This design comes from an exercise in tuning for small area and a short achievable clock period on the open sky130 flow, not from production work.
Only simulation tests tie the RTL to the original design; equivalence was not proved.

// mult_div_pipe
module mult_div_pipe (
    input clk,
    input reset_n,
    input logic op_i,
    input logic [FUNCT7_SIZE-1:0] funct7_i,
    input logic [FUNCT3_SIZE-1:0] funct3_i,
    input logic [WD_SIZE-1:0] op1_data_i,
    input logic [WD_SIZE-1:0] op2_data_i,
    input logic [INSTR_REG_SIZE-1:0] rd_i,
    input logic ctrl_reg_write_i,
    output logic [INSTR_REG_SIZE-1:0] rd_m0_o,
    output logic [INSTR_REG_SIZE-1:0] rd_m1_o,
    output logic [INSTR_REG_SIZE-1:0] rd_m2_o,
    output logic [INSTR_REG_SIZE-1:0] rd_m3_o,
    output logic [WD_SIZE-1:0] bypass_ml_data_o,
    output logic bypass_ctrl_reg_write_ml_o,
    output logic [INSTR_REG_SIZE-1:0] rd_o,
    output logic ctrl_reg_write_o,
    output logic valid_result_o,
    output logic [WD_SIZE-1:0] result_o
);
localparam integer K1 = 13;    
localparam integer K2 = 22;    
logic sa_i, sb_i;
assign sa_i = funct3_i[2] ? ~funct3_i[0] : (funct3_i[1] ^ funct3_i[0]);
assign sb_i = funct3_i[2] ? ~funct3_i[0] : (funct3_i[1:0] == 2'b01);
logic v0, w0, na0, nb0;
logic [4:0] rd0;
logic [2:0] f0;
logic [31:0] a0, b0;
always_ff @(posedge clk) begin
    a0 <= op1_data_i;
    b0 <= op2_data_i;
    f0 <= funct3_i;
    na0 <= sa_i & op1_data_i[31];
    nb0 <= sb_i & op2_data_i[31];
    if (!reset_n) begin
        v0 <= 1'b0;
        w0 <= 1'b0;
        rd0 <= 5'b0;
    end else begin
        v0 <= op_i && (funct7_i == F7_MULDIV) && ctrl_reg_write_i;
        w0 <= ctrl_reg_write_i;
        rd0 <= ctrl_reg_write_i ? rd_i : 5'b0;
    end
end
logic [31:0] ua0, ub0;
cond_neg nga (.x (a0), .n (na0), .c (1'b1), .y (ua0));
cond_neg ngb (.x (b0), .n (nb0), .c (1'b1), .y (ub0));
logic [31+K1:0] ph;
booth_small bm (.x ({1'b0, ua0}), .y ({1'b0, ub0[31:32-K1]}), .p (ph));
logic [K1-1:0] r1_d, q1_d;
div_chain #(.K0(0), .K1(K1)) dc1 (
    .r_i (1'b0), .n_i (ua0), .d_i (ub0), .r_o (r1_d), .q_o (q1_d)
);
logic bz, neg;
assign bz = (ub0 == 32'b0);
  ...
Size in the first run: ~380 flip-flops, ~61000 um2 of cells after synthesis.
==> flow/config.mk <==
export PLATFORM = sky130hd
export DESIGN_NAME = mult_div_pipe
export DESIGN_NICKNAME = mult_div_pipe
export VERILOG_FILES = /design/flow/design.v
export SDC_FILE = /design/flow/constraint.sdc
export NUM_CORES = 4
export LEC_CHECK = 0
export ABC_AREA = 1
export CAP_MARGIN = 20
export CORE_MARGIN = 2
export CORE_UTILIZATION = 63
export GPL_ROUTABILITY_DRIVEN = 0
export SLEW_MARGIN = 20
==> flow/constraint.sdc <==
create_clock -name core_clock -period 115.0 [get_ports {clk}]
set_input_delay 23.0000 -clock core_clock [delete_from_list [all_inputs] [get_ports {clk}]]
set_output_delay 23.0000 -clock core_clock [all_outputs]
set_load 0.01 [all_outputs]
standard.sh (not shown) runs the stock make flow with config.mk's settings and CLKGATE_MAP_FILE= SYNTH_SCRIPT=/design/flow/synth_recipe.tcl, a recipe that flattens the netlist after the stock synthesis.
==> flow/flow/run.sh <==
#!/bin/bash
# The standard layout, with two changes to how it is made:
# - repair_timing is asked to leave a setup margin, so that it shortens the
#   register-to-register paths well below the clock period;
# - the port buffers are buf_4 cells instead of the delay buffers that
#   buffer_ports picks by default.
# The clock period, the I/O delays and every other constraint are unchanged;
# every port still gets its own buffer.
set -euo pipefail
export SETUP_SLACK_MARGIN=90
export BUFFER_PORTS_ARGS="-buffer_cell sky130_fd_sc_hd__buf_4"
bash standard.sh > standard_flow.log 2>&1
The baseline completed without violations.
Edit:
Settings changed: CORE_UTILIZATION 63 to 55, GPL_ROUTABILITY_DRIVEN 0 to not set.
The new run completed with no timing, DRC or antenna violations.
Cell area went up by 1.1%.
Maximum frequency hardly moves.
Setup slack got worse by 0.071 ns.
Routed wire length rises by 3.6%.
Edit:
Settings changed: CORE_UTILIZATION 55 to 60, GPL_ROUTABILITY_DRIVEN set to 0.
Non-clock buffer count is lower by 41.
Wire length is lower by 3.4%.
Clock skew is higher by 0.0040 ns.
Count of clock-buffer cells in the layout is lower by 1.
Core utilization is higher by 4.5 points.
Synthesized cell count does not change.
Cell area is lower by 1.6%.
Die area is lower by 8.2%.
Final cell count is lower by 1.5%.
Sequential share of layout area is higher by 0.19 points.
Edit:
Settings changed: CORE_UTILIZATION 60 to 55.
Effect: Hold slack is about the same. Die area climbs by a little under a tenth. Global-route usage drops by 2.7 points. Worst setup slack is worse by 0.046 ns. Utilization drops by 4.6 points. First-iteration DRC count drops by a few percent.

---

amber:
Another version of the RTL of mult_div_pipe (not shown whole).
Size: roughly 9500 cells after synthesis, about 380 flip-flops, about 180 I/O pins, roughly 63000 µm² of cells after synthesis.
==> flow/config.mk <==
export PLATFORM = sky130hd
export DESIGN_NAME = mult_div_pipe
export DESIGN_NICKNAME = mult_div_pipe
export VERILOG_FILES = /design/flow/design.v
export SDC_FILE = /design/flow/constraint.sdc
export NUM_CORES = 4
export LEC_CHECK = 0
export ABC_AREA = 1
export CAP_MARGIN = 20
export CORE_MARGIN = 2
export CORE_UTILIZATION = 55
export SLEW_MARGIN = 20
==> flow/constraint.sdc <==
create_clock -name core_clock -period 115.0 [get_ports {clk}]
set_input_delay 23.0000 -clock core_clock [delete_from_list [all_inputs] [get_ports {clk}]]
set_output_delay 23.0000 -clock core_clock [all_outputs]
set_load 0.01 [all_outputs]
==> flow/flow/run.sh <==
#!/bin/bash
# The standard layout, with two changes to how it is made:
# - repair_timing is asked to leave a setup margin, so that it shortens the
#   register-to-register paths well below the clock period;
# - the port buffers are buf_4 cells instead of the delay buffers that
#   buffer_ports picks by default.
# The clock period, the I/O delays and every other constraint are unchanged;
# every port still gets its own buffer.
set -euo pipefail
export SETUP_SLACK_MARGIN=89
export BUFFER_PORTS_ARGS="-buffer_cell sky130_fd_sc_hd__buf_4"
bash standard.sh > standard_flow.log 2>&1
Every stage of the flow completed for amber, and the final layout passed the timing, design-rule and antenna checks.
## Diff of input files: umber against amber
diff --git a/flow/flow/run.sh b/flow/flow/run.sh
--- a/flow/flow/run.sh
+++ b/flow/flow/run.sh
@@ -9,3 +9,3 @@
 set -euo pipefail
-export SETUP_SLACK_MARGIN=89
+export SETUP_SLACK_MARGIN=90
 export BUFFER_PORTS_ARGS="-buffer_cell sky130_fd_sc_hd__buf_4"
==> run summary <==
- Measured slew at the worst slew-check pin delta for umber relative to amber: 8.5 ps higher
- Length of the first detailed-routing pass in iterations: umber > amber
- Cell area | umber vs amber | umber larger
- Worst-case setup margin in the final layout is higher on umber
- amber has lower global-route usage than umber.
- As far as inverter count of the layout excluding clock inverters is concerned, umber and amber perform about the same.
- amber reports its critical path launch point as d1[2]$_DFF_P_ while umber reports res3[3]$_DFF_P_.

what the ideal ports hide:
The results above use ideal ports. As a check the final layouts listed here were re-extracted and re-timed, cells and wires unchanged.
Step 1: set_driving_cell puts a clkbuf_16 on clk and a buf_2 on each other input, an assumption about the parent block.
Step 2 also shifts input and output timing later by t, the mid clock arrival at the registers, as if the neighbouring blocks saw the same clock.
Three values: ideal, step 1, step 2; two values: the first two.
run | shift t [ns] | setup slack, ns | worst setup path at the end | slew at the worst register clock pin (ns) | worst slew at a driven data input, ns
the first run of note 1 | 0.659 | 90.826 / 90.762 / 90.826 | register to register | 0.08 / 0.08 | 0.06
the second run of note 1 | 0.656 | 90.754 / 90.686 / 90.910 | input to register | 0.08 / 0.08 | 0.05
the third run of note 1 | 0.652 | 90.872 / 90.803 / 90.859 | input to register | 0.09 / 0.09 | 0.06
the fourth run of note 1 | 0.655 | 90.826 / 90.754 / 90.857 | input to register | 0.07 / 0.07 | 0.05
amber | 0.674 | 90.370 / 90.370 / 90.370 | register to register | 0.08 / 0.08 | 0.11
umber | 0.667 | 90.838 / 90.769 / 90.987 | input to register | 0.08 / 0.08 | 0.11
After both steps every run listed still meets setup and hold. The setup slack of the third run of note 1, which loses most, moves by -0.069 ns with the drivers and by -0.013 ns with both steps.
